This is an optimization exercise on Yosys and OpenROAD, whose aim is small area, a short achievable clock period and few clock cycles, not a production implementation. RTL that was checked went through simulation tests only; none was proved equivalent to the original. The clock port is modelled as an ideal driver, which makes a skipped or thinned clock tree look cheaper than it is; a real chip needs a root buffer or a tree. Power and IR drop assume default switching activity.

==> module rf_and4, before the edit <==
module rf_and4 (
    input  logic a, b, c, d,
    output logic y
);
    assign y = a & b & c & d;
endmodule
==> module top_axi_lite, before the edit <==
module top_axi_lite (
    input  logic        clk,
    input  logic        rstn,
    input  logic        start,
    input  logic        mode,        
    input  logic [31:0] addr,
    input  logic [31:0] wdata_in,
    output logic [31:0] rdata_out,
    output logic        done
);
    logic [31:0] mem [0:15];
    logic [31:0] mem_d [0:15];
    logic [31:0] rd;
    logic [3:0] lo, hi;
    logic [5:4] an;
    always_comb begin
        for (int j = 0; j < 4; j++) begin
            lo[j]  = (addr[3:2] == 2'(j));
            hi[j]  = (addr[5:4] == 2'(j));
        end
        an = ~addr[5:4];
    end
    logic [3:0] whi [0:1];
    for (genvar h = 0; h < 2; h++) begin : g_whi
        for (genvar k = 0; k < 4; k++) begin : g_k
            rf_and4 u_whi (
                .a(start), .b(mode),
                .c(k[1] ? addr[5] : an[5]), .d(k[0] ? addr[4] : an[4]),
                .y(whi[h][k])
            );
        end
    end
    logic [15:0] we [0:1];
    logic [15:0] hold [0:1];
    logic [15:0] sel [0:1];
    for (genvar h = 0; h < 2; h++) begin : g_half
        for (genvar i = 0; i < 16; i++) begin : g_word
            rf_and2  u_we   (.a(whi[h][i/4]), .b(lo[i%4]), .y(we[h][i]));
            rf_nand2 u_hold (.a(whi[h][i/4]), .b(lo[i%4]), .y(hold[h][i]));
            rf_and2  u_sel  (.a(hi[i/4]),  .b(lo[i%4]), .y(sel[h][i]));
        end
    end
    for (genvar i = 0; i < 16; i++) begin : g_word
        for (genvar b = 0; b < 32; b++) begin : g_bit
            rf_ao22 u_next (
                .a1(we[b/16][i]), .a2(wdata_in[b]), .b1(hold[b/16][i]), .b2(mem[i][b]),
                .y(mem_d[i][b])
            );
        end
    end
    always_ff @(posedge clk) begin
        for (int i = 0; i < 16; i++) mem[i] <= mem_d[i];
    end
    logic [7:0] part [0:31];
    logic [3:0] quad [0:31];
    for (genvar b = 0; b < 32; b++) begin : g_rd
        for (genvar k = 0; k < 8; k++) begin : g_ao22
            rf_ao22 u_part (
                .a1(sel[b/16][2*k]),   .a2(mem[2*k][b]),
                .b1(sel[b/16][2*k+1]), .b2(mem[2*k+1][b]),
                .y(part[b][k])
            );
        end
        for (genvar k = 0; k < 4; k++) begin : g_nor2
            rf_nor2 u_quad (.a(part[b][2*k]), .b(part[b][2*k+1]), .y(quad[b][k]));
        end
        rf_nand4 u_rd (.a(quad[b][0]), .b(quad[b][1]), .c(quad[b][2]), .d(quad[b][3]), .y(rd[b]));
    end
    always_ff @(posedge clk) begin
        rdata_out <= rd;
    end
    always_ff @(posedge clk or negedge rstn) begin
        if (!rstn) done <= 1'b0;
        else       done <= start;
    end
endmodule
clock: 3.5 ns
lec_check: 0
cap_margin: 20
core_margin: 2
core_utilization: 55
setup_slack_margin: 1.85
slew_margin: 20
synth_hierarchical: 1
synth_minimum_keep_size: 0
standard.sh (not shown) runs the stock make flow with config.mk's settings and CLKGATE_MAP_FILE= SYNTH_SCRIPT=/design/flow/synth_recipe.tcl, a recipe that flattens the netlist after the stock synthesis.
==> flow/flow/run.sh <==
#!/bin/bash
# The standard layout with two changes:
#  - ports are buffered with buf_4 cells instead of the cell buffer_ports picks;
#  - at the end of the CTS step, flow/clock_tree.tcl replaces the clock tree
#    with a two-level one (clock port -> 2 root buffers -> 32 clkbuf_8 leaf buffers ->
#    flip-flops) and repairs timing again.
# Full output in standard.log (ORFS's per-step logs are under orfs/logs).
set -euo pipefail
export CT_LEAFS=32 CT_ROOTS=2 CT_LEAF_BUF=sky130_fd_sc_hd__clkbuf_8
bash standard.sh "BUFFER_PORTS_ARGS=-buffer_cell sky130_fd_sc_hd__buf_4" \
  "POST_CTS_TCL=$PWD/flow/clock_tree.tcl" finish > standard.log 2>&1
Other scripts of this flow, unchanged in this note and not shown: flow/flow/clock_tree.tcl
Then changed:
--- a/flow/design.v
+++ b/flow/design.v
@@ -13,16 +13,10 @@
 module rf_nand2 (
     input  logic a, b,
     output logic y
 );
     assign y = !(a & b);
-endmodule
-module rf_and4 (
-    input  logic a, b, c, d,
-    output logic y
-);
-    assign y = a & b & c & d;
 endmodule
 module rf_nor2 (
     input  logic a, b,
     output logic y
 );
@@ -45,36 +39,25 @@
     output logic        done
 );
     logic [31:0] mem [0:15];
     logic [31:0] mem_d [0:15];
     logic [31:0] rd;
-    logic [3:0] lo, hi;
-    logic [5:4] an;
+    logic [3:0] lo, hi, whi;
     always_comb begin
         for (int j = 0; j < 4; j++) begin
             lo[j]  = (addr[3:2] == 2'(j));
             hi[j]  = (addr[5:4] == 2'(j));
-        end
-        an = ~addr[5:4];
-    end
-    logic [3:0] whi [0:1];
-    for (genvar h = 0; h < 2; h++) begin : g_whi
-        for (genvar k = 0; k < 4; k++) begin : g_k
-            rf_and4 u_whi (
-                .a(start), .b(mode),
-                .c(k[1] ? addr[5] : an[5]), .d(k[0] ? addr[4] : an[4]),
-                .y(whi[h][k])
-            );
+            whi[j] = start && mode && (addr[5:4] == 2'(j));
         end
     end
     logic [15:0] we [0:1];
     logic [15:0] hold [0:1];
     logic [15:0] sel [0:1];
     for (genvar h = 0; h < 2; h++) begin : g_half
         for (genvar i = 0; i < 16; i++) begin : g_word
-            rf_and2  u_we   (.a(whi[h][i/4]), .b(lo[i%4]), .y(we[h][i]));
-            rf_nand2 u_hold (.a(whi[h][i/4]), .b(lo[i%4]), .y(hold[h][i]));
+            rf_and2  u_we   (.a(whi[i/4]), .b(lo[i%4]), .y(we[h][i]));
+            rf_nand2 u_hold (.a(whi[i/4]), .b(lo[i%4]), .y(hold[h][i]));
             rf_and2  u_sel  (.a(hi[i/4]),  .b(lo[i%4]), .y(sel[h][i]));
         end
     end
     for (genvar i = 0; i < 16; i++) begin : g_word
         for (genvar b = 0; b < 32; b++) begin : g_bit
After rerunning:
- The changed run completed without violations
- setup slack improves by 0.042 ns
- via count goes down by 1.9%
- clock skew goes up by 0.033 ns
- total power falls by 0.63%
- final cell count shrinks by 1.3%
Testbench counts after the change, summed over its fixed seeds: cycles 8,000.
No functional check of the RTL was part of the first run of this note. In every run of this note, the design's own scripts or RTL, not TritonCTS, make the clock network.

==> what the ideal ports hide <==
How much do the figures lean on ideal ports? The routed layouts below were timed once more, with nothing changed but the port constraints.
Step 1, drivers: a clkbuf_16 drives clk and a buf_2 each remaining input, both assumed.
Step 2 adds t to the input delays and takes it off the output delays; t is the mean of the earliest and latest rising clock arrival at the registers after step 1. Input paths then give back, and output paths get back, about the clock's delay inside the block.
a / b / c = ideal / step 1 / step 2; a / b = the first two.
run	t, ns	setup WS [ns]	worst register clock-pin slew, ns	pins driven straight from the clock port
the first run	0.497	1.763 / 1.766 / 1.269	0.11 / 0.11	2
the second run	0.496	1.806 / 1.783 / 1.352	0.12 / 0.12	2
After both steps every run listed still meets setup and hold. The setup slack of the first run, which loses most, moves by +0.003 ns with the drivers and by -0.494 ns with both steps.
